From an optimization exercise on the open Yosys and OpenROAD flow, aimed at small area; shortcuts taken in it are not production practice.
Only simulation tests tie the RTL to the original design; equivalence was not proved.
No driver is modelled on the clock port, so clocking that relies on it looks cheaper here than on a real chip.
Power is estimated from default activity; no workload was simulated.

==> design.v <==
`timescale 1ns / 1ps
module basic_uart_transmitter(
    input                   clk,
    input                   rst,
    input                   tx_wr_ev,
    input       [7 :0]      tx_dat,
    input       [15:0]      divisor,
    input       [1 :0]      stop_bit_num,
    input                   trans_bit_order,
    output                  tx_dat_ser,
    output                  tx_done_ev,
    output                  tx_ready
    );
    localparam P_IDLE  = 4'b0110;
    localparam P_START = 4'b0111;
    localparam P_DONE  = 4'b0000;
    localparam P_STOP1 = 4'b0001;
    reg [3 :0]  ph;
    reg [15:0]  cnt;
    reg [7 :0]  vault;
    wire idle = (ph == P_IDLE);
    wire done = (ph == P_DONE);
    wire term = (cnt == 16'd1);
    wire stop = ~ph[3] & ~idle & ~done & (ph != P_START);
    always @(posedge clk) begin
        if (idle)
            vault <= tx_dat;
        if (idle | term)
            cnt <= divisor;
        else
            cnt <= cnt - 1'b1;
    end
    always @(posedge clk or posedge rst) begin
        if (rst)
            ph <= P_IDLE;
        else if (idle) begin
            if (tx_wr_ev)
                ph <= P_START;
        end else if (done)
            ph <= P_STOP1;
        else if (term) begin
            if (stop & (ph[1:0] == stop_bit_num))
                ph <= P_IDLE;
            else
                ph <= ph + 1'b1;
        end
    end
    assign tx_ready   = idle;
    assign tx_done_ev = done;
    assign tx_dat_ser = ph[3] ? vault[ph[2:0] ^ {3{trans_bit_order}}] : (ph != P_START);
endmodule
`timescale 1ns / 1ps
module basic_uart_receiver
(
    input                        clk,
    input                        rst,
    input                        rx_dat_ser,
    input         [15:0]         divisor,
    input                        rec_bit_order,
    output reg    [7:0]          rx_dat,
    output reg                   rx_dat_ev
);
    localparam R_IDLE = 4'b0110;
    localparam R_S1   = 4'b0111;
    localparam R_T1   = 4'b0000;
    localparam R_T2   = 4'b0001;
    reg             rx_d0;
    reg             rx_d1;
    reg     [3 :0]  ph;
    reg     [15:0]  cnt;
    reg     [7 :0]  rx_bits;
    wire idle = (ph == R_IDLE);
    wire half = (ph[2:0] == 3'b000);
    wire z    = (cnt[15:2] == 14'd0);
    wire term = ph[3] ? (ph[2:0] == 3'b000 ? z & ~cnt[1]
                                           : z & ~cnt[1] & cnt[0])
                      : (ph == R_T1 ? z & (cnt[1] ^ cnt[0]) :
                         ph == R_T2 ? z & cnt[1] & ~cnt[0]
                                    : z & ~cnt[1] & cnt[0]);
    always@(posedge clk or posedge rst) begin
        if(rst) begin
            rx_d0 <= 1'b1;
            rx_d1 <= 1'b1;
        end else begin
            rx_d0 <= rx_dat_ser;
            rx_d1 <= rx_d0;
        end
    end
    always @(posedge clk) begin
        if (idle | term)
            cnt <= divisor;
        else if (half)
            cnt <= {cnt[15:1] - 1'b1, cnt[0]};
        else
            cnt <= cnt - 1'b1;
        if (ph[3] & term)
            rx_bits[ph[2:0] ^ {3{rec_bit_order}}] <= rx_d1;
    end
    always @(posedge clk or posedge rst) begin
        if (rst) begin
            ph        <= R_IDLE;
            rx_dat    <= 8'b0;
            rx_dat_ev <= 1'b0;
        end else begin
            rx_dat_ev <= (ph == R_T1) & term;
            if ((ph == R_T1) & term)
                rx_dat <= rx_bits;
            if (idle) begin
                if (~rx_d1)
                    ph <= R_S1;
            end else if (term) begin
                if (ph == R_T2)
                    ph <= R_IDLE;
                else
                    ph <= ph + 1'b1;
            end
        end
    end
endmodule
`timescale 1ns / 1ps
module basic_uart_transceiver(
    input                   clk,
    input                   rst,
    input                   tx_wr_ev,
    input                   rx_dat_ser,
	input       [15:0]      divisor,      
    input       [7 :0]      tx_dat,
	input                   trans_bit_order,
	input       [1 :0]      trans_stop_bit_num,
	input                   rec_bit_order,
    output      [7 :0]      rx_dat, 
    output                  tx_dat_ser,
    output                  rx_dat_ev,
    output                  tx_done_ev,
    output                  tx_ready
    );
    basic_uart_transmitter uart_transmitter_i(
                     .clk(clk),
                     .rst(rst),
                     .tx_wr_ev(tx_wr_ev),
                     .tx_dat(tx_dat),
					 .divisor(divisor),
					 .stop_bit_num(trans_stop_bit_num),
					 .trans_bit_order(trans_bit_order),
                     .tx_dat_ser(tx_dat_ser),
                     .tx_done_ev(tx_done_ev),
                     .tx_ready(tx_ready));
    basic_uart_receiver uart_receiver_i(
                  .clk(clk),
                  .rst(rst),
                  .rx_dat_ser(rx_dat_ser),
			      .rec_bit_order(rec_bit_order),
			      .divisor(divisor),
                  .rx_dat(rx_dat), 
                  .rx_dat_ev(rx_dat_ev));
endmodule
==> flow/run.sh <==
#!/bin/bash
# Own layout flow: the standard flow (standard.sh, unchanged synthesis) with
# area-oriented knobs: small port buffers, a CTS without dummy loads and with
# small clock buffers, and power/area recovery (downsizing) after global route.
set -euo pipefail
W=$PWD
cp config.mk config_own.mk
cat >> config_own.mk <<EOC
export BUFFER_PORTS_ARGS = -buffer_cell sky130_fd_sc_hd__buf_1
export CTS_ARGS = -sink_clustering_enable -repair_clock_nets -dont_use_dummy_load -buf_list {sky130_fd_sc_hd__clkbuf_2 sky130_fd_sc_hd__clkbuf_4 sky130_fd_sc_hd__clkbuf_8}
export RECOVER_POWER = 100
EOC
sed "s|DESIGN_CONFIG=[^ ]*|DESIGN_CONFIG=$W/config_own.mk|" standard.sh > standard_own.sh
bash standard_own.sh > make_flow.log 2>&1
==> standard.sh <==
#!/bin/bash
# synth_recipe.tcl (not shown) runs the flow's synth.tcl, then flattens the netlist and writes it again
# the make line also repeats each setting of config.mk as NAME=value (left out here)
make -C /OpenROAD-flow-scripts/flow DESIGN_CONFIG=/design/flow/config.mk WORK_HOME=/design/flow/orfs CLKGATE_MAP_FILE= SYNTH_SCRIPT=/design/flow/synth_recipe.tcl "${@:-finish}"
==> config.mk <==
export PLATFORM = sky130hd
export DESIGN_NAME = basic_uart_transceiver
export DESIGN_NICKNAME = basic_uart_transceiver
export VERILOG_FILES = /design/flow/design.v
export SDC_FILE = /design/flow/constraint.sdc
export NUM_CORES = 4
export LEC_CHECK = 0
export CAP_MARGIN = 20
export CORE_MARGIN = 2
export CORE_UTILIZATION = 40
export SLEW_MARGIN = 20
==> constraint.sdc <==
create_clock -name core_clock -period 6.0 [get_ports {clk}]
set_input_delay 1.2000 -clock core_clock [delete_from_list [all_inputs] [get_ports {clk}]]
set_output_delay 1.2000 -clock core_clock [all_outputs]
set_load 0.01 [all_outputs]
==> results of run 1 <==
## cell usage after synthesis, drive strengths merged, types with 2 or more instances
cell | instances | area share [%]
a21o | 3 | 0.60
a21oi | 7 | 0.94
a22o | 3 | 0.70
a22oi | 2 | 0.40
a31oi | 3 | 0.50
and2 | 2 | 0.37
and3 | 4 | 0.67
buf | 7 | 1.3
clkbuf | 7 | 0.70
dfrtp | 13 | 8.7
dfstp | 6 | 4.2
dfxtp | 31 | 17
edfxtp | 17 | 14
ha | 12 | 4.0
inv | 21 | 2.1
mux2 | 30 | 9.9
mux2i | 2 | 0.54
nand2 | 39 | 3.9
nand2b | 4 | 0.67
nand3 | 10 | 1.3
nand3b | 3 | 0.60
nand4 | 3 | 0.90
nor2 | 28 | 2.8
nor2b | 5 | 0.84
nor3 | 9 | 1.5
nor3b | 2 | 0.40
nor4 | 4 | 0.67
nor4b | 4 | 0.94
o211ai | 2 | 0.40
o21ai | 33 | 4.4
o2bb2ai | 2 | 0.47
o311ai | 2 | 0.67
o41ai | 2 | 1.5
or3 | 3 | 0.64
or4 | 3 | 0.80
xnor2 | 24 | 5.6
xor2 | 7 | 1.6
## placed cells by master, fill, tap and decap left out, drive strengths merged, types with 2 or more instances in the layout
| cell | Yosys | final |
|---|---|---|
| buf | 7 | 41 |
| nand2 | 39 | 39 |
| o21ai | 33 | 33 |
| dfxtp | 31 | 31 |
| mux2 | 30 | 30 |
| nor2 | 28 | 28 |
| xnor2 | 24 | 24 |
| inv | 21 | 21 |
| edfxtp | 17 | 17 |
| dfrtp | 13 | 13 |
| ha | 12 | 12 |
| clkbuf | 7 | 12 |
| nand3 | 10 | 10 |
| nor3 | 9 | 9 |
| a21oi | 7 | 7 |
| xor2 | 7 | 7 |
| dfstp | 6 | 6 |
| nor2b | 5 | 5 |
| nor4b | 4 | 4 |
| and3 | 4 | 4 |
| nor4 | 4 | 4 |
| nand2b | 4 | 4 |
| a31oi | 3 | 3 |
| a21o | 3 | 3 |
| nand3b | 3 | 3 |
| or3 | 3 | 3 |
| a22o | 3 | 3 |
| or4 | 3 | 3 |
| nand4 | 3 | 3 |
| o211ai | 2 | 2 |
| o311ai | 2 | 2 |
| mux2i | 2 | 2 |
| a22oi | 2 | 2 |
| nor3b | 2 | 2 |
| o2bb2ai | 2 | 2 |
| and2 | 2 | 2 |
| o41ai | 2 | 2 |
## sequential cells by signal, indices dropped and copies added (netlist names)
signal / count
uart_receiver_i.cnt: 16
uart_transmitter_i.cnt: 16
uart_receiver_i.rx_bits: 8
uart_receiver_i.rx_dat: 8
uart_transmitter_i.vault: 8
uart_receiver_i.ph: 4
uart_transmitter_i.ph: 4
uart_receiver_i.rx_d0: 1
uart_receiver_i.rx_d1: 1
uart_receiver_i.rx_dat_ev: 1
## stage by stage
| stage | utilization, % | worst slack, ns | hold WS [ns] | cells | instance area, um^2 |
|---|---|---|---|---|---|
| after detailed placement | 43.4 | 2.21 | 0.347 | 513 | 3980 |
| after CTS | 44.8 | 2.21 | 0.356 | 522 | 4100 |
| after floorplan | - | 2.45 | 0.345 | 372 | 3730 |
| after global placement | 43.3 | 2.28 | 0.345 | 513 | 3970 |
| final | 44.1 | 1.67 | 0.355 | 522 | 4040 |
| after global routing | 44.1 | 1.24 | 0.361 | 522 | 4040 |
## power groups by stage
stage	clock network (W)	registers, W	logic, W
3_3_place_gp	0	0.000762	0.000525
6_report	0.000282	0.000755	0.000502
2_1_floorplan	0	0.000716	0.000472
3_5_place_dp	0	0.000763	0.000539
4_1_cts	0.000299	0.000757	0.000541
5_1_grt	0.000319	0.000775	0.000585
## final cells by class
| cell class | count | area, um^2 |
|---|---|---|
| clock buffer | 9 | 124 |
| multi-input combinational | 270 | 1920 |
| timing repair buffer | 44 | 165 |
| inverter | 21 | 78.8 |
| sequential | 67 | 1610 |
| fill | 918 | 5110 |
| tap | 111 | 139 |
## cell families (layout without fill, tap and decap cells)
kind of cell	after synthesis	in the layout
AOI/OAI and AO/OA	67	67
xor gates and xnor gates	31	31
adders and majority gates	13	13
buffers and inverters	35	74
DFF	67	67
muxes	32	32
and+or+nand+nor	127	127
## worst max-delay path: stages (launching register included)
cell,delay [ns]
dfrtp_1,0.49
inv_1,0.17
ha_1,0.25
and2b_1,0.28
nor2_1,0.10
o311ai_0,1.25
a21boi_1,0.99
mux2_2,0.54
## layer usage
metal | share of wire (%) | wire [um] | global-route usage [%] | up-vias
met3 | 3.4 | 249 | 4.30 | 11
li1 | - | - | - | 1387
met2 | 47 | 3450 | 26.6 | 53
met4 | 1.6 | 120 | 6.11 | 0
met1 | 48 | 3580 | 20.4 | 1313
met5 | 0 | 0 | 0 | -
## worst paths after layout
check,endpoint,startpoint,cells past startpoint
max,uart_receiver_i.cnt[0],uart_receiver_i.ph[0],7
min,uart_receiver_i.rx_d1,uart_receiver_i.rx_d0,0
max reg2reg,uart_receiver_i.cnt[0],uart_receiver_i.ph[0],7
min reg2reg,uart_receiver_i.rx_d1,uart_receiver_i.rx_d0,0
max in group asynchronous,uart_receiver_i.rx_dat[3],rst,2
min in group asynchronous,uart_receiver_i.rx_dat[6],rst,2
==> results.sh, run 1 <==
export IMPL_htreeDepth=3
export IMPL_start_kind="flop"
export IMPL_synth_yosys_seq_area_share_pct=43.2
export IMPL_rsz0062_at_grt="no"
export IMPL_net_switching_power_w=0.000550
export IMPL_antenna_violations_before_repair=0
export IMPL_holdCritPathClass="reg -> reg"
export IMPL_detail_route_vias_per_cell=5.30
export IMPL_so_violations="capacitance limit, slew limit"
export IMPL_post_route_period_util_pct=72.1
export IMPL_synth_ff_latch_count=67
export IMPL_tns_ns=0
export IMPL_cts_root_buf="clkbuf_8"
export IMPL_timing_final_crit_period_ns=4.33
export IMPL_clock_fmax_mhz=231
export IMPL_clock_sink_count=67
export IMPL_synth_cells=372
export IMPL_yosys_area_share_xor_xnor_pct=7.27
export IMPL_drive_gt1_share_pct=10.2
export IMPL_numCtsBuffers=9
export IMPL_edff_count_synth=17
export IMPL_final_hold_viol_count=0
export IMPL_total_power_w=0.00154
export IMPL_die_ar_um2=10100
export IMPL_vias=2764
export IMPL_postSynth_asyncResetShare_pct=28.4
export IMPL_max_cap_violations=2
export IMPL_rows=35
export IMPL_worst_endpoint_required_ns=6.08
export IMPL_globalRouteOverflowTotal=0
export IMPL_postSynthNetCount=416
export IMPL_yosysUniqueCellTypes=62
export IMPL_wirelength_um=7400
export IMPL_share_of_cell_area_taken_by_muxes_after_synthesis_pct=10.5
export IMPL_drc_errors=0
export IMPL_via_count_of_the_first_global_routing_pass=2793
export IMPL_port_buffers=43
export IMPL_area_growth_syn_to_layout_pct=8.11
export IMPL_clock_transition_at_the_register_clock_pins_on_the_worst_setup_and_hold_paths_after_cts_ns=0.07
export IMPL_run_status="finished with violations"
export IMPL_drt_antenna_net_count=0
export IMPL_synth_avg_cell_area_um2=10.0
export IMPL_max_slew_margin_pct=-22.1
export IMPL_core_um2=9150
export IMPL_place_congestion=0.832
export IMPL_first_iter_violations=75
export IMPL_p_sw_share_pct=35.7
export IMPL_drv_slew=26
export IMPL_total_leakage_power_nw=1.58
export IMPL_endpoint_kind="flop"
export IMPL_critical_path_fanouts_max=16
export IMPL_setup_cp_type="reg -> reg"
export IMPL_yosysWarnings=2
export IMPL_num_antenna_cells=0
export IMPL_finalClockSkew_ns=0.0163
export IMPL_place_detailed_hpwl_um=5370
export IMPL_timing_critical_path_arrival_ns=4.41
export IMPL_power_ir_vdd_worst_mv=0.196
export IMPL_combPwrFrac_pct=32.6
export IMPL_share_clk_of_total_power_pct=18.3
export IMPL_synth_top_family_by_area="simple AND/OR/NAND/NOR gates"
export IMPL_top_level_ports=44
export IMPL_internal_power_w=0.000989
export IMPL_grt_start_max_net_pins=33
export IMPL_drtPass1Iterations=5
export IMPL_cell_area_after_synthesis_um2=3730
export IMPL_cts_hold_buffers=0
export IMPL_cts_resized=0
export IMPL_synth_simple_area_share_pct=18.0
export IMPL_clock_latency_ns=0.34
export IMPL_yosys_most_used_dff="dfxtp_1"
export IMPL_cts_buffer_depth=2
export IMPL_die_height_um=101
export IMPL_synth_fa_ha_area_share_pct=4.29
export IMPL_post_drt_wl_per_cell_um=14.2
export IMPL_cts_tree="built"
export IMPL_setup_violations_final=0
export IMPL_pwr_share_seq_pct=49.0
export IMPL_setup_reg_to_reg_worst_slack_ns=1.67
export IMPL_nets=457
export IMPL_worst_slew_pin_slew_ns=1.83
export IMPL_cts_setup_buffers=0
export IMPL_die_outline_width_um=101
export IMPL_grt_total_usage_pct=16.2
export IMPL_synth_compound_area_share_pct=12.6
export IMPL_starting_density_of_the_core_pct=40.8
export IMPL_first_pass_grt_wire_length_um=12900
export IMPL_power_per_cell_area_nw_per_um2=381
==> run 2: changes to the inputs <==
==> run.sh (new file) <==
#!/bin/bash
# synth_recipe.tcl (not shown) runs the flow's synth.tcl, then flattens the netlist and writes it again
# the make line also repeats each setting of config.mk as NAME=value (left out here)
make -C /OpenROAD-flow-scripts/flow DESIGN_CONFIG=/design/flow/config.mk WORK_HOME=/design/flow/orfs CLKGATE_MAP_FILE= SYNTH_SCRIPT=/design/flow/synth_recipe.tcl finish
removed: flow/run.sh
removed: standard.sh
==> run 2 against run 1 <==
  * The run now finishes clean
  * Area after synthesis did not move
  * Hold slack improved by 0.0011 ns
  * Power rose by 12%
  * First-iteration DRC count fell by 17%
  * Maximum frequency down 5.0%
==> results.sh, run 2 <==
export IMPL_detail_route_vias_per_cell=5.21
export IMPL_core_um2=9150
export IMPL_r2r_worst_path_cells=7
export IMPL_finalInstanceArea_um2=4450
export IMPL_post_route_period_util_pct=75.9
export IMPL_clock_sink_count=67
export IMPL_vias=2755
export IMPL_antenna_violations_before_repair=0
export IMPL_die_height_um=101
export IMPL_timing_critical_path_arrival_ns=3.35
export IMPL_postLayoutSetupSlackWorst_ns=1.45
export IMPL_critical_path_fanouts_max=10
export IMPL_cts_hold_buffers=0
export IMPL_worst_endpoint_required_ns=4.80
export IMPL_timing_critical_path_slowest_stage_cell="clkdlybuf4s50_1"
export IMPL_drtPass1Iterations=5
export IMPL_grt_start_max_net_pins=33
export IMPL_max_cap_violations=0
export IMPL_worst_slew_pin_slew_ns=0.815
export IMPL_power_ir_vdd_worst_mv=0.159
export IMPL_starting_density_of_the_core_pct=40.8
export IMPL_timing_hold_worst_endpoint="uart_receiver_i.rx_d1"
export IMPL_dpl_cell_area_um2=4240
export IMPL_via_count_of_the_first_global_routing_pass=2771
export IMPL_launch_instance_of_the_worst_register_to_register_path="uart_receiver_i.ph[0]"
export IMPL_drc_errors=0
export IMPL_rsz0062_at_grt="no"
export IMPL_rows=35
export IMPL_post_drt_wl_per_cell_um=14.3
export IMPL_filler_cell_count=848
export IMPL_synth_avg_cell_area_um2=10.0
export IMPL_clock_fmax_mhz=220
export IMPL_die_ar_um2=10100
export IMPL_num_antenna_cells=0
export IMPL_place_congestion=0.840
export IMPL_area_growth_syn_to_layout_pct=19.2
export IMPL_edff_count_synth=17
export IMPL_nets=457
export IMPL_total_leakage_power_nw=1.78
export IMPL_clock_latency_ns=0.35
export IMPL_ys_top_cells_by_count="39 x nand2_1, 31 x dfxtp_1, 28 x nor2_1"
export IMPL_first_iter_violations=62
export IMPL_cts_root_buf="clkbuf_8"
export IMPL_synth_area_leaders="dfxtp_1 17%, edfxtp_1 14%, dfrtp_1 8.7%, xnor2_1 5.6%, dfstp_2 4.2%"
export IMPL_final_hold_viol_count=0
export IMPL_multiInputGateArea_um2=1970
export IMPL_yosys_most_used_dff="dfxtp_1"
export IMPL_die_outline_width_um=101
export IMPL_setup_reg_to_reg_worst_slack_ns=2.81
export IMPL_cts_setup_buffers=0
export IMPL_cts_buffer_depth=2
export IMPL_cts_resized=0
export IMPL_dpl_cell_count=513
export IMPL_critical_path_cell_chain="clkdlybuf4s50_1 > nor2b_1 > a31oi_1 > a221o_1 > a41o_1 > clkdlybuf4s50_1"
export IMPL_grt_total_usage_pct=16.5
export IMPL_cell_depth_of_the_worst_min_delay_path=0
export IMPL_detailedPlace_worstSlack_ns=1.45
export IMPL_cts_tree="built"
export IMPL_timing_final_crit_period_ns=4.55
export IMPL_run_status="finished clean"
export IMPL_worst_path_largest_cell_delay_ns=0.65
export IMPL_top_level_ports=44
export IMPL_clock_transition_at_the_register_clock_pins_on_the_worst_setup_and_hold_paths_after_cts_ns=0.07
export IMPL_postSynthNetCount=416
export IMPL_synth_largest_type_area_fraction_pct=16.6
export IMPL_layout_commonest_cell="clkdlybuf4s50_1"
export IMPL_start_kind="input pin"
export IMPL_max_slew_margin_pct=45.1
export IMPL_setup_violations_final=0
export IMPL_drv_slew=0
export IMPL_total_power_w=0.00172
export IMPL_globalRouteOverflowTotal=0
export IMPL_tns_ns=0
export IMPL_power_per_cell_area_nw_per_um2=386
export IMPL_yosysWarnings=2
export IMPL_synth_cells=372
export IMPL_hp_start="uart_receiver_i.rx_d0"
export IMPL_postSynth_asyncResetShare_pct=28.4
export IMPL_drt_antenna_net_count=0
export IMPL_endpoint_kind="output pin"
export IMPL_yosysTopAreaCell="dfxtp_1"
export IMPL_place_detailed_hpwl_um=5350
export IMPL_synth_ff_latch_count=67
export IMPL_drive_gt1_share_pct=12.9
export IMPL_first_pass_grt_wire_length_um=13300
export IMPL_cp_common_cell="clkdlybuf4s50_1"
export IMPL_finalClockSkew_ns=0.0116
export IMPL_port_buffers=43
export IMPL_most_frequent_cells_in_the_layout="43 x clkdlybuf4s50_1, 39 x nand2_1, 31 x dfxtp_1"
export IMPL_numCtsBuffers=9
export IMPL_setup_cp_type="in -> out"
export IMPL_top_regs="uart_receiver_i.cnt (16), uart_transmitter_i.cnt (16)"
export IMPL_htreeDepth=3
export IMPL_cell_area_after_synthesis_um2=3730
export IMPL_synthMostInstantiatedCell="nand2_1"
export IMPL_crit_reg2reg_capture="uart_receiver_i.rx_bits[3]"
export IMPL_yosysUniqueCellTypes=62
export IMPL_holdCritPathClass="reg -> reg"
export IMPL_layout_cells_non_filler=529
export IMPL_final_seq_area_um2=1610
export IMPL_wirelength_um=7570
export IMPL_synth_yosys_seq_area_share_pct=43.2
-- run 2: worst max path at each step --
stage	startpoint	end	slack, ns	cells after the start
2_1_floorplan	trans_bit_order	tx_dat_ser	2.45	5
3_3_place_gp	trans_bit_order	tx_dat_ser	1.56	6
3_5_place_dp	trans_bit_order	tx_dat_ser	1.45	6
4_1_cts	trans_bit_order	tx_dat_ser	1.45	6
5_1_grt	trans_bit_order	tx_dat_ser	1.37	6
6_report	trans_bit_order	tx_dat_ser	1.45	6
-- run 2: cell families (layout without fill, tap and decap cells) --
| group | count (synthesis) | count (layout) | synth area share, % |
|---|---|---|---|
| multiplexers | 32 | 32 | 10.5 |
| flip-flops | 67 | 67 | 43.2 |
| buffers and inverters | 35 | 81 | 4.12 |
| adder cells (fa/ha/maj) | 13 | 13 | 4.29 |
| AO/OA/AOI/OAI | 67 | 67 | 12.6 |
| AND/OR/NAND/NOR | 127 | 127 | 18.0 |
| XOR/XNOR | 31 | 31 | 7.27 |
-- run 2: cell type report --
type	count	area share [%]
multi-input cells	270	44.4
well taps	111	3.12
clock buffers	14	3.88
inverters	21	1.77
clock inverters	2	0.787
repair buffers	44	9.84
flip-flops and latches	67	36.3
-- run 2: power by group --
part           total, W  internal [W]  switching [W]
Combinational  0.000564      0.000301       0.000263
Sequential     0.000758      0.000606       0.000153
Clock          0.000398      0.000226       0.000172
Total           0.00172       0.00113       0.000588
-- run 2: worst max-delay path, delay by kind of cell --
kind	cells	cell delay [ns]
AND/OR/NAND/NOR	1	0.33
AO/OA/AOI/OAI	3	0.70
buffers and inverters	2	1.13
-- run 2: metal layers --
layer | track usage (%) | wire length (um) | up-vias
li1 | - | - | 1401
met1 | 22.5 | 3840 | 1286
met2 | 25.3 | 3320 | 57
met3 | 4.58 | 284 | 11
met4 | 5.69 | 126 | 0
met5 | 0 | 0 | -
-- run 2: through the flow --
stage,utilization [%],hold WS [ns]
after CTS,48.6,0.356
after global placement,46.3,0.346
after floorplan,-,0.345
after detailed placement,46.4,0.347
final,48.6,0.356
after global routing,48.6,0.370
==> run 3: changes to the inputs <==
==> flow/run.sh (new file) <==
#!/bin/bash
# Own layout flow: the standard flow (standard.sh) with area-oriented knobs:
#  - synthesis: the standard flow's script, but ABC maps for area (flow/synth.tcl, flow/area.abc)
#  - port buffers: sky130_fd_sc_hd__buf_1
#  - CTS: no dummy loads, small clock buffers
#  - after CTS: downsizing of cells with spare slack (flow/post_cts.tcl)
# Each tool's output goes to the ORFS logs under orfs/logs; make's to make_flow.log.
set -euo pipefail
W=$PWD
cp config.mk config_own.mk
cat >> config_own.mk <<EOC
export OWN_ABC_SCRIPT = $W/flow/area.abc
export BUFFER_PORTS_ARGS = -buffer_cell sky130_fd_sc_hd__buf_1
export CTS_ARGS = -sink_clustering_enable -repair_clock_nets -dont_use_dummy_load -buf_list {sky130_fd_sc_hd__clkbuf_2 sky130_fd_sc_hd__clkbuf_4 sky130_fd_sc_hd__clkbuf_8}
export POST_CTS_TCL = $W/flow/post_cts.tcl
EOC
sed -e "s|DESIGN_CONFIG=[^ ]*|DESIGN_CONFIG=$W/config_own.mk|" \
    -e "s|SYNTH_SCRIPT=[^ ]*|SYNTH_SCRIPT=$W/flow/synth.tcl|" standard.sh > standard_own.sh
grep -q "SYNTH_SCRIPT=$W/flow/synth.tcl" standard_own.sh
bash standard_own.sh > make_flow.log 2>&1
==> flow/area.abc (new file) <==
strash
&get -n
&st
&dch
&nf -R 1000 -p
&put
topo
==> flow/post_cts.tcl (new file) <==
# Downsize cells that have slack to spare; the global-route step's repair_design
# that follows fixes any slew or capacitance this leaves.
log_cmd repair_timing -recover_power 100
==> flow/synth.tcl (new file) <==
# The standard synthesis script (synth_recipe.tcl), with one change: ABC maps the
# logic with area.abc (area-oriented mapping, no buffering or upsizing) instead of
# ORFS's speed script. Registers are mapped before ABC runs, so they are unchanged.
proc synth {args} { yosys synth -nofsm -noshare {*}$args }
proc abc {args} {
  set i [lsearch $args -script]
  if { $i >= 0 } { lset args [expr {$i+1}] $::env(OWN_ABC_SCRIPT) }
  yosys abc {*}$args
}
source $::env(SCRIPTS_DIR)/synth.tcl
# left out here: clear keep_hierarchy, flatten, clean up, hide names made inside functions, write 1_2_yosys.v
==> standard.sh (new file) <==
#!/bin/bash
# synth_recipe.tcl (not shown) runs the flow's synth.tcl, then flattens the netlist and writes it again
# the make line also repeats each setting of config.mk as NAME=value (left out here)
make -C /OpenROAD-flow-scripts/flow DESIGN_CONFIG=/design/flow/config.mk WORK_HOME=/design/flow/orfs CLKGATE_MAP_FILE= SYNTH_SCRIPT=/design/flow/synth_recipe.tcl "${@:-finish}"
removed: run.sh
==> run 3 against run 2 <==
  * Register-to-register slack improved by 0.11 ns
  * Sequential power fell by 39%
  * Power fell by 55%
  * Combinational power fell by 96%
  * Largest cell class unchanged
  * Synthesized cell count fell by 5.6%
  * Still clean
  * Final cell count fell by 3.8%
==> results.sh, run 3 <==
export IMPL_start_kind="input pin"
export IMPL_max_slew_margin_pct=52.3
export IMPL_die_height_um=94.9
export IMPL_antenna_violations_before_repair=0
export IMPL_place_congestion=0.857
export IMPL_run_status="finished clean"
export IMPL_max_cap_violations=0
export IMPL_postLayoutSetupSlackWorst_ns=2.11
export IMPL_clock_latency_ns=0.35
export IMPL_synth_ff_latch_count=67
export IMPL_detail_route_vias_per_cell=4.99
export IMPL_yosysTopAreaCell="dfxtp_1"
export IMPL_synth_area_leaders="dfxtp_1 19%, edfxtp_1 15%, dfrtp_1 9.8%, o21ai_0 8.5%, nand2_1 5.6%"
export IMPL_post_drt_wl_per_cell_um=12.5
export IMPL_p_sw_share_pct=21.3
export IMPL_clock_sink_count=67
export IMPL_pwr_share_seq_pct=60.3
export IMPL_synth_yosys_seq_area_share_pct=48.8
export IMPL_finalCoreUtilization_pct=46.3
export IMPL_die_ar_um2=9000
export IMPL_worst_endpoint_required_ns=4.80
export IMPL_ys_top_cells_by_count="56 x o21ai_0, 49 x nand2_1, 36 x nor2_1"
export IMPL_synth_largest_type_area_fraction_pct=18.8
export IMPL_vias=2538
export IMPL_yosys_most_used_dff="dfxtp_1"
export IMPL_power_ir_vdd_worst_mv=0.0962
export IMPL_cell_area_after_synthesis_um2=3300
export IMPL_filler_cell_count=845
export IMPL_detailedPlace_worstSlack_ns=2.13
export IMPL_drv_slew=0
export IMPL_synth_cells=351
export IMPL_synthMostInstantiatedCell="o21ai_0"
export IMPL_postSynth_asyncResetShare_pct=28.4
export IMPL_area_growth_syn_to_layout_pct=13.4
export IMPL_grt_total_usage_pct=15.7
export IMPL_share_clk_of_total_power_pct=36.5
export IMPL_postSynthNetCount=395
export IMPL_dpl_cell_count=500
export IMPL_nets=450
export IMPL_yosysUniqueCellTypes=34
export IMPL_most_frequent_cells_in_the_layout="54 x o21ai_0, 49 x nand2_1, 43 x buf_1"
export IMPL_setup_violations_final=0
export IMPL_rsz0062_at_grt="no"
export IMPL_setup_cp_type="in -> out"
export IMPL_worst_path_largest_cell_delay_ns=0.45
export IMPL_via_count_of_the_first_global_routing_pass=2410
export IMPL_power_per_cell_area_nw_per_um2=206
export IMPL_critical_path_cell_chain="buf_1 > xnor2_1 > mux2_1 > a21oi_1 > o21ai_0 > a21o_1 > buf_1"
export IMPL_clock_transition_at_the_register_clock_pins_on_the_worst_setup_and_hold_paths_after_cts_ns=0.05
export IMPL_drive_gt1_share_pct=3.96
export IMPL_grt_start_max_net_pins=35
export IMPL_clock_fmax_mhz=257
export IMPL_holdCritPathClass="reg -> reg"
export IMPL_critical_path_fanouts_max=5
export IMPL_synth_avg_cell_area_um2=9.41
export IMPL_worst_slew_pin_slew_ns=0.714
export IMPL_final_hold_viol_count=0
export IMPL_timing_final_crit_period_ns=3.89
export IMPL_first_pass_grt_wire_length_um=10800
export IMPL_cp_common_cell="buf_1"
export IMPL_die_outline_width_um=94.9
export IMPL_drtPass1Iterations=4
export IMPL_yosysWarnings=2
export IMPL_wirelength_um=6340
export IMPL_timing_critical_path_slowest_stage_cell="xnor2_1"
export IMPL_globalRouteOverflowTotal=0
export IMPL_place_detailed_hpwl_um=4660
export IMPL_core_um2=8090
export IMPL_top_level_ports=44
export IMPL_port_buffers=43
export IMPL_final_seq_area_um2=1610
export IMPL_edff_count_synth=17
export IMPL_internal_power_w=0.000608
export IMPL_multiInputGateArea_um2=1670
export IMPL_starting_density_of_the_core_pct=40.8
export IMPL_first_iter_violations=108
export IMPL_drc_errors=0
export IMPL_rows=33
export IMPL_tns_ns=0
export IMPL_cts_tree="built"
export IMPL_post_route_period_util_pct=64.9
export IMPL_num_antenna_cells=0
export IMPL_layout_commonest_cell="o21ai_0"
export IMPL_combPwrFrac_pct=3.2
export IMPL_layout_cells_non_filler=509
export IMPL_net_switching_power_w=0.000164
export IMPL_top_regs="uart_receiver_i.cnt (16), uart_transmitter_i.cnt (16)"
export IMPL_timing_critical_path_arrival_ns=2.69
export IMPL_endpoint_kind="output pin"
export IMPL_drt_antenna_net_count=0
export IMPL_finalClockSkew_ns=0.0260
export IMPL_total_leakage_power_nw=1.31
-- run 3: critical path: cells and delay by family --
kind | cells | cell delay [ns]
xor gates and xnor gates | 1 | 0.45
muxes | 1 | 0.37
buffers and inverters | 2 | 0.25
AOI/OAI and AO/OA | 3 | 0.43
-- run 3: kinds of logic after synthesis --
logic type / Yosys count / synth area share (%)
AOI/OAI and AO/OA: 74 / 12.0
xor gates and xnor gates: 40 / 10.6
adders and majority gates: 12 / 4.54
buffers and inverters: 12 / 1.36
DFF: 67 / 48.8
muxes: 13 / 4.35
and+or+nand+nor: 133 / 18.3
-- run 3: stage by stage --
| step | area (um^2) | hold slack (ns) | power, W |
|---|---|---|---|
| global placement | 3610 | 0.347 | 0.000499 |
| global route | 3750 | 0.362 | 0.000801 |
| finish | 3750 | 0.354 | 0.000772 |
| floorplan | 3300 | 0.345 | 0.000487 |
| detailed placement | 3610 | 0.348 | 0.000500 |
-- run 3: final timing paths --
kind                                        from                         to  slack (ns)  cells past startpoint
max                              trans_bit_order                 tx_dat_ser        2.11                      7
min                        uart_receiver_i.rx_d0      uart_receiver_i.rx_d1        0.35                      0
max reg2reg                uart_receiver_i.ph[0]     uart_receiver_i.cnt[0]        2.92                      8
min reg2reg                uart_receiver_i.rx_d0      uart_receiver_i.rx_d1        0.35                      0
max in group asynchronous                    rst      uart_receiver_i.rx_d0        4.77                      2
min in group asynchronous                    rst  uart_receiver_i.rx_dat[1]        0.85                      2
-- run 3: routing by layer --
layer,up-vias,routed length (um),track usage (%)
met5,-,0,0
met2,44,2760,24.3
li1,1327,-,-
met4,0,123,7.97
met3,10,235,3.91
met1,1157,3220,20.3
-- run 3: layout make-up --
| class | count | area share, % |
|---|---|---|
| multi-input combinational | 272 | 44.5 |
| clock buffer | 9 | 3.31 |
| sequential | 67 | 43.1 |
| tap | 105 | 3.51 |
| timing repair buffer | 44 | 4.41 |
| inverter | 12 | 1.20 |
-- run 3: power by group through the flow --
| stage | clock [W] | sequential, W | combinational (W) |
|---|---|---|---|
| floorplan | 0 | 0.000475 | 0.0000119 |
| global placement | 0 | 0.000475 | 0.0000241 |
| detailed placement | 0 | 0.000475 | 0.0000248 |
| global route | 0.000308 | 0.000466 | 0.0000279 |
| finish | 0.000282 | 0.000466 | 0.0000244 |
==> run 4: changes to the inputs <==
--- a/flow/run.sh
+++ b/flow/run.sh
@@ -11,7 +11,7 @@
 cat >> config_own.mk <<EOC
 export OWN_ABC_SCRIPT = $W/flow/area.abc
 export BUFFER_PORTS_ARGS = -buffer_cell sky130_fd_sc_hd__buf_1
-export CTS_ARGS = -sink_clustering_enable -repair_clock_nets -dont_use_dummy_load -buf_list {sky130_fd_sc_hd__clkbuf_2 sky130_fd_sc_hd__clkbuf_4 sky130_fd_sc_hd__clkbuf_8}
+export CTS_ARGS = -sink_clustering_enable -repair_clock_nets -dont_use_dummy_load -buf_list {sky130_fd_sc_hd__clkbuf_2 sky130_fd_sc_hd__clkbuf_4} -sink_clustering_size 30 -sink_clustering_max_diameter 200
 export POST_CTS_TCL = $W/flow/post_cts.tcl
 EOC
 sed -e "s|DESIGN_CONFIG=[^ ]*|DESIGN_CONFIG=$W/config_own.mk|" \
==> run 4 against run 3 <==
  * Synthesized cell count unchanged
  * Cell area fell by 1.5%
  * Sequential power about the same
  * Routed wire length decreased by 0.87%
  * Clock power fell by 26%
  * Clock-buffer cell count stayed put
  * Critical path depth did not move
  * Worst setup slack improved by 0.023 ns
  * Final cell count did not move
==> results.sh, run 4 <==
export IMPL_run_status="finished clean"
export IMPL_layout_commonest_cell="o21ai_0"
export IMPL_timing_final_crit_period_ns=3.87
export IMPL_grt_total_usage_pct=15.4
export IMPL_post_drt_wl_per_cell_um=12.3
export IMPL_power_ir_vdd_worst_mv=0.0836
export IMPL_drive_gt1_share_pct=3.96
export IMPL_first_pass_grt_wire_length_um=10800
export IMPL_via_count_of_the_first_global_routing_pass=2417
export IMPL_cell_area_after_synthesis_um2=3300
export IMPL_core_um2=8090
export IMPL_rows=33
export IMPL_setup_cp_type="in -> out"
export IMPL_synth_largest_type_area_fraction_pct=18.8
export IMPL_clock_sink_count=67
export IMPL_setup_reg_to_reg_worst_slack_ns=2.90
export IMPL_yosysTopAreaCell="dfxtp_1"
export IMPL_synth_top_family_by_area="simple AND/OR/NAND/NOR gates"
export IMPL_num_antenna_cells=0
export IMPL_drtPass1Iterations=4
export IMPL_postSynth_asyncResetShare_pct=28.4
export IMPL_first_iter_violations=92
export IMPL_worst_slew_pin_slew_ns=0.716
export IMPL_synth_area_leaders="dfxtp_1 19%, edfxtp_1 15%, dfrtp_1 9.8%, o21ai_0 8.5%, nand2_1 5.6%"
export IMPL_yosys_area_share_xor_xnor_pct=10.6
export IMPL_synth_avg_cell_area_um2=9.41
export IMPL_hp_start="uart_receiver_i.rx_d0"
export IMPL_top_level_ports=44
export IMPL_drv_slew=0
export IMPL_antenna_violations_before_repair=0
export IMPL_endpoint_kind="output pin"
export IMPL_synth_yosys_seq_area_share_pct=48.8
export IMPL_synth_simple_area_share_pct=18.3
export IMPL_drt_antenna_net_count=0
export IMPL_dpl_cell_count=500
export IMPL_layout_cells_non_filler=509
export IMPL_max_cap_violations=0
export IMPL_yosysWarnings=2
export IMPL_wirelength_um=6280
export IMPL_cts_tree="built"
export IMPL_drc_errors=0
export IMPL_die_ar_um2=9000
export IMPL_clock_latency_ns=0.42
export IMPL_nets=450
export IMPL_dpl_cell_area_um2=3610
export IMPL_start_kind="input pin"
export IMPL_synthMostInstantiatedCell="o21ai_0"
export IMPL_tns_ns=0
export IMPL_place_detailed_hpwl_um=4660
export IMPL_finalCoreUtilization_pct=45.6
export IMPL_globalRouteOverflowTotal=0
export IMPL_synth_cells=351
export IMPL_total_leakage_power_nw=1.28
export IMPL_vias=2518
export IMPL_critical_path_fanouts_max=5
export IMPL_r2r_worst_path_cells=10
export IMPL_post_route_period_util_pct=64.5
export IMPL_timing_critical_path_arrival_ns=2.67
export IMPL_rsz0062_at_grt="no"
export IMPL_cell_depth_of_the_worst_min_delay_path=0
export IMPL_holdCritPathClass="reg -> reg"
export IMPL_place_congestion=0.857
export IMPL_finalInstanceArea_um2=3690
export IMPL_total_power_w=0.000699
export IMPL_clock_transition_at_the_register_clock_pins_on_the_worst_setup_and_hold_paths_after_cts_ns=0.07
export IMPL_clock_fmax_mhz=258
export IMPL_share_of_cell_area_taken_by_muxes_after_synthesis_pct=4.35
export IMPL_postSynthNetCount=395
export IMPL_port_buffers=43
export IMPL_grt_start_max_net_pins=35
export IMPL_most_frequent_cells_in_the_layout="54 x o21ai_0, 49 x nand2_1, 43 x buf_1"
export IMPL_max_slew_margin_pct=52.1
export IMPL_synth_ff_latch_count=67
export IMPL_synth_fa_ha_area_share_pct=4.54
export IMPL_final_hold_viol_count=0
export IMPL_finalClockSkew_ns=0.0426
export IMPL_die_outline_width_um=94.9
export IMPL_starting_density_of_the_core_pct=40.8
export IMPL_ys_top_cells_by_count="56 x o21ai_0, 49 x nand2_1, 36 x nor2_1"
export IMPL_die_height_um=94.9
export IMPL_yosys_most_used_dff="dfxtp_1"
export IMPL_setup_violations_final=0
export IMPL_detail_route_vias_per_cell=4.95
export IMPL_area_growth_syn_to_layout_pct=11.7
export IMPL_top_regs="uart_receiver_i.cnt (16), uart_transmitter_i.cnt (16)"
export IMPL_power_per_cell_area_nw_per_um2=189
export IMPL_synth_compound_area_share_pct=12.0
export IMPL_launch_instance_of_the_worst_register_to_register_path="uart_receiver_i.ph[0]"
export IMPL_edff_count_synth=17
export IMPL_cp_startpoint="trans_bit_order"
export IMPL_yosysUniqueCellTypes=34
export IMPL_worst_endpoint_required_ns=4.80
## run 4: path summary, 6_finish.rpt
| kind | to |
|---|---|
| worst max-delay path | tx_dat_ser |
| worst min-delay path | uart_receiver_i.rx_d1 |
| worst max register to register | uart_receiver_i.ph[0] |
| worst min register to register | uart_receiver_i.rx_d1 |
| max in group asynchronous | uart_receiver_i.rx_d0 |
| min in group asynchronous | uart_receiver_i.rx_dat[1] |
## run 4: critical path: stages
cell and delay (ns):
buf_1 0.13, xnor2_1 0.44, mux2_1 0.37, a21oi_1 0.15
o21ai_0 0.09, a21o_1 0.18, buf_1 0.12
## run 4: cells by family (layout without fill, tap and decap cells)
| logic type | after synthesis | in the layout |
|---|---|---|
| fa+ha+maj | 12 | 12 |
| simple gates | 133 | 133 |
| flops | 67 | 67 |
| xor+xnor | 40 | 40 |
| compound gates | 74 | 74 |
| mux | 13 | 13 |
| buf+inv | 12 | 65 |
## run 4: per-stage QoR
step	hold slack [ns]	setup WS, ns
6_report	0.357	2.13
5_1_grt	0.365	2.04
3_5_place_dp	0.348	2.13
3_3_place_gp	0.347	2.23
2_1_floorplan	0.345	2.49
## run 4: metal layers
layer	track usage, %	part of all wire [%]
met2	24.3	44
met1	20.3	51
met3	4.15	3.8
met5	0	0
met4	5.80	1.5
## run 4: layout make-up
type                            count  area (um^2)
Sequential cell                    67         1610
Timing Repair Buffer               44          165
Tap cell                          105          131
Multi-Input combinational cell    272         1670
Fill cell                         850         4400
Inverter                           12         45.0
Clock buffer                        9         67.6
## run 4: power by group
group / switching [W] / internal, W
clock: 0.000139 / 0.0000697
combinational: 0.0000151 / 0.00000929
sequential: 0.000000697 / 0.000465
==> run 5: changes to the inputs <==
--- a/flow/run.sh
+++ b/flow/run.sh
@@ -11,7 +11,7 @@
 cat >> config_own.mk <<EOC
 export OWN_ABC_SCRIPT = $W/flow/area.abc
 export BUFFER_PORTS_ARGS = -buffer_cell sky130_fd_sc_hd__buf_1
-export CTS_ARGS = -sink_clustering_enable -repair_clock_nets -dont_use_dummy_load -buf_list {sky130_fd_sc_hd__clkbuf_2 sky130_fd_sc_hd__clkbuf_4} -sink_clustering_size 30 -sink_clustering_max_diameter 200
+export CTS_ARGS = -sink_clustering_enable -repair_clock_nets -dont_use_dummy_load -buf_list {sky130_fd_sc_hd__clkbuf_4} -sink_clustering_size 25 -sink_clustering_max_diameter 100
 export POST_CTS_TCL = $W/flow/post_cts.tcl
 EOC
 sed -e "s|DESIGN_CONFIG=[^ ]*|DESIGN_CONFIG=$W/config_own.mk|" \
==> run 5 against run 4 <==
  * Area after synthesis stayed put
  * Sequential share of layout area did not move
  * Cell area is the same
  * Still clean on timing, DRC and antenna
  * Non-clock buffer count did not move
  * Largest power group unchanged
  * Maximum frequency did not move
  * Critical endpoint unchanged
  * First-iteration DRC count unchanged
  * Global-route usage stayed put
==> results.sh, run 5 <==
export IMPL_critical_path_cell_chain="buf_1 > xnor2_1 > mux2_1 > a21oi_1 > o21ai_0 > a21o_1 > buf_1"
export IMPL_cpLargestDelayFamily="XOR/XNOR gates"
export IMPL_cp_startpoint="trans_bit_order"
export IMPL_number_of_gates_on_the_worst_path_with_buffers_counted=7
export IMPL_synth_yosys_seq_area_share_pct=48.8
export IMPL_postSynthNetCount=395
export IMPL_timing_final_crit_period_ns=3.87
export IMPL_die_height_um=94.9
export IMPL_power_per_cell_area_nw_per_um2=189
export IMPL_most_frequent_cells_in_the_layout="54 x o21ai_0, 49 x nand2_1, 43 x buf_1"
export IMPL_yosys_most_used_dff="dfxtp_1"
export IMPL_worst_path_largest_cell_delay_ns=0.44
export IMPL_place_congestion=0.857
export IMPL_place_detailed_hpwl_um=4660
export IMPL_edff_count_synth=17
export IMPL_max_slew_margin_pct=52.1
export IMPL_clock_fmax_mhz=258
export IMPL_drt_antenna_net_count=0
export IMPL_timing_critical_path_slowest_stage_cell="xnor2_1"
export IMPL_combPwrFrac_pct=3.5
export IMPL_layout_commonest_cell="o21ai_0"
export IMPL_yosysWarnings=2
export IMPL_start_kind="input pin"
export IMPL_worst_slew_pin_slew_ns=0.716
export IMPL_pwr_share_seq_pct=66.6
export IMPL_launch_instance_of_the_worst_register_to_register_path="uart_receiver_i.ph[0]"
export IMPL_total_power_w=0.000699
export IMPL_first_pass_grt_wire_length_um=10800
export IMPL_top_level_ports=44
export IMPL_rows=33
export IMPL_p_sw_share_pct=22.2
export IMPL_area_growth_syn_to_layout_pct=11.7
export IMPL_r2r_worst_path_cells=10
export IMPL_synth_area_leaders="dfxtp_1 19%, edfxtp_1 15%, dfrtp_1 9.8%, o21ai_0 8.5%, nand2_1 5.6%"
export IMPL_yosysTopAreaCell="dfxtp_1"
export IMPL_timing_critical_path_arrival_ns=2.67
export IMPL_synth_cells=351
export IMPL_yosysUniqueCellTypes=34
export IMPL_crit_reg2reg_capture="uart_receiver_i.ph[0]"
export IMPL_finalClockSkew_ns=0.0426
export IMPL_cell_depth_of_the_worst_min_delay_path=0
export IMPL_share_clk_of_total_power_pct=29.9
export IMPL_drv_slew=0
export IMPL_cp_common_cell="buf_1"
export IMPL_vias=2518
export IMPL_synth_ff_latch_count=67
export IMPL_antenna_violations_before_repair=0
export IMPL_num_antenna_cells=0
export IMPL_worstPathBufferInverterCount=2
export IMPL_total_leakage_power_nw=1.28
export IMPL_ys_top_cells_by_count="56 x o21ai_0, 49 x nand2_1, 36 x nor2_1"
export IMPL_critical_path_fanouts_max=5
export IMPL_via_count_of_the_first_global_routing_pass=2417
export IMPL_max_cap_violations=0
export IMPL_clock_transition_at_the_register_clock_pins_on_the_worst_setup_and_hold_paths_after_cts_ns=0.07
export IMPL_tns_ns=0
export IMPL_cts_tree="built"
export IMPL_wirelength_um=6280
export IMPL_drive_gt1_share_pct=3.96
export IMPL_rsz0062_at_grt="no"
export IMPL_top_regs="uart_receiver_i.cnt (16), uart_transmitter_i.cnt (16)"
export IMPL_dpl_cell_count=500
export IMPL_drtPass1Iterations=4
export IMPL_setup_reg_to_reg_worst_slack_ns=2.90
export IMPL_endpoint_kind="output pin"
export IMPL_grt_start_max_net_pins=35
export IMPL_cell_area_after_synthesis_um2=3300
export IMPL_hp_start="uart_receiver_i.rx_d0"
export IMPL_holdCritPathClass="reg -> reg"
export IMPL_post_drt_wl_per_cell_um=12.3
export IMPL_worst_setup_path_endpoint="tx_dat_ser"
export IMPL_synth_largest_type_area_fraction_pct=18.8
export IMPL_starting_density_of_the_core_pct=40.8
export IMPL_post_route_period_util_pct=64.5
export IMPL_nets=450
export IMPL_die_outline_width_um=94.9
export IMPL_run_status="finished clean"
export IMPL_detail_route_vias_per_cell=4.95
export IMPL_setup_cp_type="in -> out"
export IMPL_grt_total_usage_pct=15.4
export IMPL_worst_endpoint_required_ns=4.80
export IMPL_setup_violations_final=0
export IMPL_layout_cells_non_filler=509
export IMPL_first_iter_violations=92
export IMPL_clock_sink_count=67
export IMPL_net_switching_power_w=0.000155
export IMPL_final_hold_viol_count=0
export IMPL_power_ir_vdd_worst_mv=0.0836
export IMPL_finalCoreUtilization_pct=45.6
export IMPL_die_ar_um2=9000
export IMPL_drc_errors=0
export IMPL_globalRouteOverflowTotal=0
export IMPL_synthMostInstantiatedCell="o21ai_0"
export IMPL_port_buffers=43
export IMPL_postSynth_asyncResetShare_pct=28.4
export IMPL_synth_avg_cell_area_um2=9.41
export IMPL_internal_power_w=0.000544
export IMPL_clock_latency_ns=0.42
export IMPL_core_um2=8090
run 5: routing by layer:
metal | part of all wire, % | GRT usage [%] | up-vias | routed length [um]
li1 | - | - | 1326 | -
met1 | 51 | 20.3 | 1139 | 3200
met2 | 44 | 24.3 | 43 | 2760
met3 | 3.8 | 4.15 | 10 | 237
met4 | 1.5 | 5.80 | 0 | 92
met5 | 0 | 0 | - | 0
run 5: power groups by stage:
stage / Sequential, W / Clock [W] / Combinational [W]
2_1_floorplan: 0.000475 / 0 / 0.0000119
3_3_place_gp: 0.000475 / 0 / 0.0000241
3_5_place_dp: 0.000475 / 0 / 0.0000248
5_1_grt: 0.000466 / 0.000232 / 0.0000279
6_report: 0.000465 / 0.000209 / 0.0000244
run 5: worst reg2reg max path, delay by kind of cell, from the launching register on:
family,cells,cell delay [ns]
simple gates,2,0.53
compound gates,6,1.68
fa+ha+maj,1,0.17
flops,1,0.47
buf+inv,1,0.11
run 5: how the worst min path moves through the flow:
stage                                 end  slack (ns)
finish              uart_receiver_i.rx_d1        0.36
global placement    uart_receiver_i.rx_d1        0.35
detailed placement  uart_receiver_i.rx_d1        0.35
floorplan           uart_receiver_i.rx_d1        0.35
global route        uart_receiver_i.rx_d1        0.37
run 5: final cells by class:
cell class,count,area (um^2)
fillers,850,4400
multi-input cells,272,1670
flip-flops and latches,67,1610
repair buffers,44,165
well taps,105,131
clock buffers,9,67.6
inverters,12,45.0
run 5: cell families (layout without fill, tap and decap cells):
group	Yosys count	count (layout)	share of synthesized area [%]
AOI/OAI and AO/OA	74	74	12.0
xor gates and xnor gates	40	40	10.6
adders and majority gates	12	12	4.54
buffers and inverters	12	65	1.36
DFF	67	67	48.8
muxes	13	13	4.35
and+or+nand+nor	133	133	18.3
run 5: through the flow:
stage / setup WS (ns) / hold WS (ns) / area, um^2
final: 2.13 / 0.357 / 3690
after global routing: 2.04 / 0.365 / 3690
after detailed placement: 2.13 / 0.348 / 3610
after global placement: 2.23 / 0.347 / 3610
after floorplan: 2.49 / 0.345 / 3300
==> run 6: changes to the inputs <==
--- a/design.v
+++ b/design.v
@@ -94,7 +94,7 @@
         else
             cnt <= cnt - 1'b1;
         if (ph[3] & term)
-            rx_bits[ph[2:0] ^ {3{rec_bit_order}}] <= rx_d1;
+            rx_bits <= rec_bit_order ? {rx_bits[6:0], rx_d1} : {rx_d1, rx_bits[7:1]};
     end
     always @(posedge clk or posedge rst) begin
         if (rst) begin
--- a/flow/run.sh
+++ b/flow/run.sh
@@ -2,7 +2,7 @@
 # Own layout flow: the standard flow (standard.sh) with area-oriented knobs:
 #  - synthesis: the standard flow's script, but ABC maps for area (flow/synth.tcl, flow/area.abc)
 #  - port buffers: sky130_fd_sc_hd__buf_1
-#  - CTS: no dummy loads, small clock buffers
+#  - CTS: no dummy loads, clkbuf_4 clock buffers
 #  - after CTS: downsizing of cells with spare slack (flow/post_cts.tcl)
 # Each tool's output goes to the ORFS logs under orfs/logs; make's to make_flow.log.
 set -euo pipefail
==> run 6 against run 5 <==
  * Global-route usage grew 0.78 points
  * Sequential cell count did not move
  * Combinational power down 13%
  * Synthesized cell count decreased by 8.5%
  * Hold slack better by 0.015 ns
  * Final cell count down 6.7%
  * Critical path type unchanged
  * Critical endpoint unchanged
==> results.sh, run 6 <==
export IMPL_synth_ff_latch_count=67
export IMPL_worst_slew_pin_slew_ns=0.853
export IMPL_postLayoutSetupSlackWorst_ns=2.10
export IMPL_internal_power_w=0.000544
export IMPL_place_detailed_hpwl_um=4720
export IMPL_cp_startpoint="trans_bit_order"
export IMPL_drtPass1Iterations=6
export IMPL_yosysUniqueCellTypes=34
export IMPL_layout_cells_non_filler=475
export IMPL_fin_worst_hold_slack_ns=0.372
export IMPL_clock_latency_ns=0.41
export IMPL_post_drt_wl_per_cell_um=13.4
export IMPL_top_regs="uart_receiver_i.cnt (16), uart_transmitter_i.cnt (16)"
export IMPL_die_height_um=93.7
export IMPL_rsz0062_at_grt="no"
export IMPL_place_congestion=0.762
export IMPL_synth_area_leaders="dfxtp_1 19%, edfxtp_1 16%, dfrtp_1 10%, o21ai_0 6.4%, mux2_1 5.6%"
export IMPL_worst_setup_path_endpoint="tx_dat_ser"
export IMPL_yosys_most_used_dff="dfxtp_1"
export IMPL_run_status="finished clean"
export IMPL_yosysWarnings=2
export IMPL_holdCritPathClass="reg -> reg"
export IMPL_clock_sink_count=67
export IMPL_top_level_ports=44
export IMPL_pwr_share_seq_pct=67.1
export IMPL_die_outline_width_um=93.7
export IMPL_share_clk_of_total_power_pct=29.9
export IMPL_via_count_of_the_first_global_routing_pass=2450
export IMPL_synth_largest_type_area_fraction_pct=19.3
export IMPL_total_power_w=0.000694
export IMPL_globalRouteOverflowTotal=0
export IMPL_wirelength_um=6340
export IMPL_combPwrFrac_pct=3.1
export IMPL_yosysTopAreaCell="dfxtp_1"
export IMPL_net_switching_power_w=0.000150
export IMPL_nets=419
export IMPL_max_cap_violations=0
export IMPL_tns_ns=0
export IMPL_r2r_worst_path_cells=13
export IMPL_launch_instance_of_the_worst_register_to_register_path="uart_receiver_i.cnt[12]"
export IMPL_most_frequent_cells_in_the_layout="47 x nand2_1, 42 x buf_1, 39 x o21ai_0"
export IMPL_first_iter_violations=94
export IMPL_setup_reg_to_reg_worst_slack_ns=2.83
export IMPL_vias=2407
export IMPL_timing_final_crit_period_ns=3.90
export IMPL_endpoint_kind="output pin"
export IMPL_starting_density_of_the_core_pct=41.5
export IMPL_worst_endpoint_required_ns=4.80
export IMPL_edff_count_synth=17
export IMPL_detail_route_vias_per_cell=5.07
export IMPL_rows=32
export IMPL_ys_top_cells_by_count="47 x nand2_1, 41 x o21ai_0, 31 x dfxtp_1"
export IMPL_total_leakage_power_nw=1.23
export IMPL_first_pass_grt_wire_length_um=11000
export IMPL_p_sw_share_pct=21.6
export IMPL_drc_errors=0
export IMPL_die_ar_um2=8790
export IMPL_synth_avg_cell_area_um2=10.0
export IMPL_synthMostInstantiatedCell="nand2_1"
export IMPL_drt_antenna_net_count=0
export IMPL_synth_yosys_seq_area_share_pct=50.1
export IMPL_layout_commonest_cell="nand2_1"
export IMPL_max_slew_margin_pct=42.3
export IMPL_area_growth_syn_to_layout_pct=11.8
export IMPL_grt_total_usage_pct=16.2
export IMPL_grt_start_max_net_pins=36
export IMPL_antenna_violations_before_repair=0
export IMPL_finalClockSkew_ns=0.0272
export IMPL_clock_fmax_mhz=256
export IMPL_cts_tree="built"
export IMPL_crit_reg2reg_capture="uart_receiver_i.ph[0]"
export IMPL_cell_area_after_synthesis_um2=3220
export IMPL_synth_cells=321
export IMPL_detailedPlace_worstSlack_ns=2.08
export IMPL_clock_transition_at_the_register_clock_pins_on_the_worst_setup_and_hold_paths_after_cts_ns=0.10
export IMPL_port_buffers=43
export IMPL_final_hold_viol_count=0
export IMPL_num_antenna_cells=0
export IMPL_postSynthNetCount=365
export IMPL_power_per_cell_area_nw_per_um2=193
export IMPL_critical_path_fanouts_max=4
export IMPL_power_ir_vdd_worst_mv=0.104
export IMPL_core_um2=7770
export IMPL_dpl_cell_count=466
export IMPL_setup_cp_type="in -> out"
export IMPL_post_route_period_util_pct=65.1
export IMPL_timing_critical_path_arrival_ns=2.70
export IMPL_drv_slew=0
export IMPL_drive_gt1_share_pct=4.56
export IMPL_start_kind="input pin"
export IMPL_filler_cell_count=784
export IMPL_postSynth_asyncResetShare_pct=28.4
export IMPL_setup_violations_final=0
==> run 6: power by group through the flow <==
| stage | clock network (W) | registers, W | logic (W) |
|---|---|---|---|
| 2_1_floorplan | 0 | 0.000475 | 0.00000844 |
| 3_3_place_gp | 0 | 0.000475 | 0.0000209 |
| 3_5_place_dp | 0 | 0.000475 | 0.0000217 |
| 5_1_grt | 0.000237 | 0.000465 | 0.0000239 |
| 6_report | 0.000207 | 0.000465 | 0.0000213 |
==> run 6: metrics by stage <==
stage                     utilization [%]  area, um^2
final                                46.3        3600
after global routing                 46.3        3600
after detailed placement             45.4        3520
after global placement               45.3        3520
after floorplan                         -        3220
==> run 6: layout make-up <==
type	count	area, um^2	area share (%)
multi-input combinational	241	1580	43.9
sequential	67	1610	44.8
clock buffer	9	67.6	1.88
inverter	13	48.8	1.36
tap	102	128	3.55
timing repair buffer	43	161	4.48
==> run 6: cells by family (layout without fill, tap and decap cells) <==
kind of cell | Yosys count | in the layout | share of synthesized area (%)
DFF | 67 | 67 | 50.1
muxes | 21 | 21 | 7.54
xor gates and xnor gates | 36 | 36 | 9.79
adders and majority gates | 12 | 12 | 4.66
buffers and inverters | 13 | 65 | 1.52
AOI/OAI and AO/OA | 59 | 59 | 9.67
and+or+nand+nor | 113 | 113 | 16.7
==> run 6: critical path, cell delays in order <==
cell,delay [ns]
buf_1,0.12
xnor2_1,0.46
mux2i_1,0.14
mux4_2,0.48
o21bai_1,0.14
buf_1,0.16
==> run 6: worst min path at each step <==
stage,start,endpoint,slack [ns],cells past startpoint
3_5_place_dp,uart_receiver_i.rx_d0,uart_receiver_i.rx_d1,0.35,0
5_1_grt,uart_receiver_i.rx_d0,uart_receiver_i.rx_d1,0.39,0
3_3_place_gp,uart_receiver_i.rx_d0,uart_receiver_i.rx_d1,0.35,0
2_1_floorplan,uart_receiver_i.rx_d0,uart_receiver_i.rx_d1,0.35,0
6_report,uart_receiver_i.rx_d0,uart_receiver_i.rx_d1,0.37,0
==> run 6: metal layers <==
layer	track usage (%)	vias up	wire (um)
met5	0	-	0
met4	6.16	0	118
met1	19.2	1124	2940
met3	4.41	11	228
li1	-	1234	-
met2	27.9	38	3050
==> run 7: changes to the inputs <==
==> flow/area.abc (replaced) <==
strash
&get -n
&deepsyn -J 20 -T 300
&st
&dch
&nf -R 1000 -p
&put
topo
==> run 7 against run 6 <==
  * Non-clock buffer count rose by 3
  * Cell area fell by 1.6%
  * Power is 66% higher
  * Combinational power rose to 12 times the previous value
  * Maximum frequency rose by 5.3%
  * Die area decreased by 1.6%
  * Largest power group unchanged
==> results.sh, run 7 <==
export IMPL_run_status="finished clean"
export IMPL_endpoint_kind="output pin"
export IMPL_finalClockSkew_ns=0.0244
export IMPL_clock_latency_ns=0.40
export IMPL_yosysUniqueCellTypes=37
export IMPL_start_kind="input pin"
export IMPL_layout_commonest_cell="nor2_1"
export IMPL_place_congestion=0.768
export IMPL_total_power_w=0.00115
export IMPL_synth_area_leaders="dfxtp_1 20%, edfxtp_1 16%, dfrtp_1 10%, nor2_1 6.2%, mux2_1 6.0%"
export IMPL_share_clk_of_total_power_pct=18.0
export IMPL_yosysTopAreaCell="dfxtp_1"
export IMPL_tns_ns=0
export IMPL_synth_yosys_seq_area_share_pct=51.0
export IMPL_wirelength_um=6440
export IMPL_drv_slew=0
export IMPL_rows=32
export IMPL_timing_critical_path_arrival_ns=2.51
export IMPL_top_regs="uart_receiver_i.cnt (16), uart_transmitter_i.cnt (16)"
export IMPL_holdCritPathClass="reg -> reg"
export IMPL_synth_avg_cell_area_um2=9.92
export IMPL_pwr_share_seq_pct=59.4
export IMPL_internal_power_w=0.000773
export IMPL_core_um2=7690
export IMPL_edff_count_synth=17
export IMPL_final_seq_area_um2=1610
export IMPL_rsz0062_at_grt="no"
export IMPL_most_frequent_cells_in_the_layout="52 x nor2_1, 42 x buf_1, 31 x dfxtp_1"
export IMPL_globalRouteOverflowTotal=0
export IMPL_cts_tree="built"
export IMPL_synth_cells=319
export IMPL_drc_errors=0
export IMPL_starting_density_of_the_core_pct=41.2
export IMPL_die_ar_um2=8640
export IMPL_p_sw_share_pct=32.9
export IMPL_top_level_ports=44
export IMPL_critical_path_fanouts_max=4
export IMPL_detail_route_vias_per_cell=5.16
export IMPL_via_count_of_the_first_global_routing_pass=2426
export IMPL_die_height_um=93.0
export IMPL_grt_total_usage_pct=15.9
export IMPL_power_per_cell_area_nw_per_um2=325
export IMPL_synth_ff_latch_count=67
export IMPL_power_ir_vdd_worst_mv=0.137
export IMPL_drive_gt1_share_pct=4.01
export IMPL_ys_top_cells_by_count="52 x nor2_1, 31 x dfxtp_1, 24 x o21ai_0"
export IMPL_max_slew_margin_pct=48.9
export IMPL_port_buffers=43
export IMPL_net_switching_power_w=0.000378
export IMPL_postSynthNetCount=363
export IMPL_postSynth_asyncResetShare_pct=28.4
export IMPL_drt_antenna_net_count=0
export IMPL_yosys_most_used_dff="dfxtp_1"
export IMPL_clock_transition_at_the_register_clock_pins_on_the_worst_setup_and_hold_paths_after_cts_ns=0.10
export IMPL_antenna_violations_before_repair=0
export IMPL_grt_start_max_net_pins=34
export IMPL_worst_slew_pin_slew_ns=0.766
export IMPL_synth_largest_type_area_fraction_pct=19.6
export IMPL_nets=420
export IMPL_num_antenna_cells=0
export IMPL_worst_endpoint_required_ns=4.80
export IMPL_vias=2458
export IMPL_post_drt_wl_per_cell_um=13.5
export IMPL_clock_sink_count=67
export IMPL_multiInputGateArea_um2=1510
export IMPL_area_growth_syn_to_layout_pct=11.9
export IMPL_cell_area_after_synthesis_um2=3170
export IMPL_combPwrFrac_pct=22.6
export IMPL_die_outline_width_um=93.0
export IMPL_final_hold_viol_count=0
export IMPL_setup_cp_type="in -> out"
export IMPL_max_cap_violations=0
export IMPL_drtPass1Iterations=4
export IMPL_post_route_period_util_pct=61.8
export IMPL_clock_fmax_mhz=270
export IMPL_first_pass_grt_wire_length_um=10800
export IMPL_timing_final_crit_period_ns=3.71
export IMPL_filler_cell_count=779
export IMPL_yosysWarnings=2
export IMPL_place_detailed_hpwl_um=4780
export IMPL_setup_violations_final=0
export IMPL_total_leakage_power_nw=1.31
export IMPL_first_iter_violations=103
export IMPL_synthMostInstantiatedCell="nor2_1"
[run 7: area by class of cell]
| cell class | count | area share [%] |
|---|---|---|
| Sequential cell | 67 | 45.6 |
| Multi-Input combinational cell | 238 | 42.5 |
| Timing Repair Buffer | 46 | 4.91 |
| Tap cell | 102 | 3.60 |
| Clock buffer | 9 | 1.91 |
| Inverter | 14 | 1.48 |
[run 7: path summary, 6_finish.rpt]
| path | start | end | slack (ns) | cells past startpoint |
|---|---|---|---|---|
| worst max-delay path | trans_bit_order | tx_dat_ser | 2.29 | 7 |
| worst min-delay path | uart_receiver_i.rx_d0 | uart_receiver_i.rx_d1 | 0.36 | 0 |
| worst max register to register | uart_receiver_i.ph[0] | uart_receiver_i.cnt[15] | 2.42 | 10 |
| worst min register to register | uart_receiver_i.rx_d0 | uart_receiver_i.rx_d1 | 0.36 | 0 |
| max in group asynchronous | rst | uart_receiver_i.ph[1] | 4.86 | 2 |
| min in group asynchronous | rst | uart_receiver_i.rx_dat[1] | 0.77 | 2 |
[run 7: cell families after synthesis]
group,share of synthesized area (%)
AO/OA/AOI/OAI,12.7
XOR/XNOR,5.81
adder cells (fa/ha/maj),4.74
buffers and inverters,1.66
flip-flops,51.0
multiplexers,6.05
AND/OR/NAND/NOR,18.1
[run 7: worst max-delay path: stages]
cell and delay [ns]:
buf_1 0.23, xnor2_1 0.17, nor2_1 0.15, nor3_1 0.06, or3_1 0.35, a31o_1 0.22, buf_1 0.12
[run 7: power by group through the flow]
| stage | registers [W] | logic [W] | clock network, W |
|---|---|---|---|
| after floorplan | 0.000666 | 0.000210 | 0 |
| after global placement | 0.000690 | 0.000251 | 0 |
| after detailed placement | 0.000693 | 0.000261 | 0 |
| after global routing | 0.000702 | 0.000304 | 0.000237 |
| final | 0.000684 | 0.000260 | 0.000207 |
[run 7: metal layers]
| layer | GRT usage [%] | vias to the layer above | part of all wire (%) |
|---|---|---|---|
| met5 | 0 | - | 0 |
| met4 | 6.99 | 0 | 1.6 |
| met3 | 3.58 | 9 | 3.9 |
| met2 | 25.4 | 44 | 45 |
| met1 | 20.6 | 1136 | 49 |
| li1 | - | 1269 | - |
[run 7: through the flow]
stage,hold WS [ns],std cells,utilization [%],worst slack (ns),cell area (um^2)
after global placement,0.346,467,45.3,2.42,3480
after floorplan,0.345,319,-,2.53,3170
final,0.361,476,46.1,2.29,3540
after global routing,0.373,476,46.1,2.16,3540
after detailed placement,0.347,467,45.3,2.33,3480

## afterwards: timing with drivers on the ports
Ports are ideal in the flow. The routed layouts listed here were re-timed in OpenROAD.
Step 1: set_driving_cell puts a clkbuf_16 on clk and a buf_2 on each other input, an assumption about the parent block.
Step 2 moves the port delays by t, midway between the first and last clock arrival at a register: inputs arrive t later, outputs are due t later. That takes back most of the time a late clock gives input paths.
a / b / c = no drivers / after step 1 / after step 2; a / b = the first two.
run	shift t [ns]	setup WS [ns]	worst register clock-pin slew, ns	worst data-port slew with drivers (ns)	pins driven straight from the clock port
run 1	0.361	1.674 / 1.674 / 1.674	0.07 / 0.07	0.03	1
run 2	0.372	1.447 / 1.421 / 1.421	0.08 / 0.08	0.03	1
run 3	0.364	2.109 / 2.086 / 2.086	0.08 / 0.08	0.06	1
run 4	0.421	2.131 / 2.108 / 2.108	0.12 / 0.12	0.06	1
run 5	0.421	2.131 / 2.108 / 2.108	0.12 / 0.12	0.06	1
run 6	0.420	2.096 / 2.076 / 2.076	0.11 / 0.11	0.05	1
run 7	0.416	2.294 / 2.273 / 2.273	0.10 / 0.10	0.05	1
For run 2, which loses most, drivers alone change the setup slack by -0.026 ns; drivers and shift together by -0.026 ns.
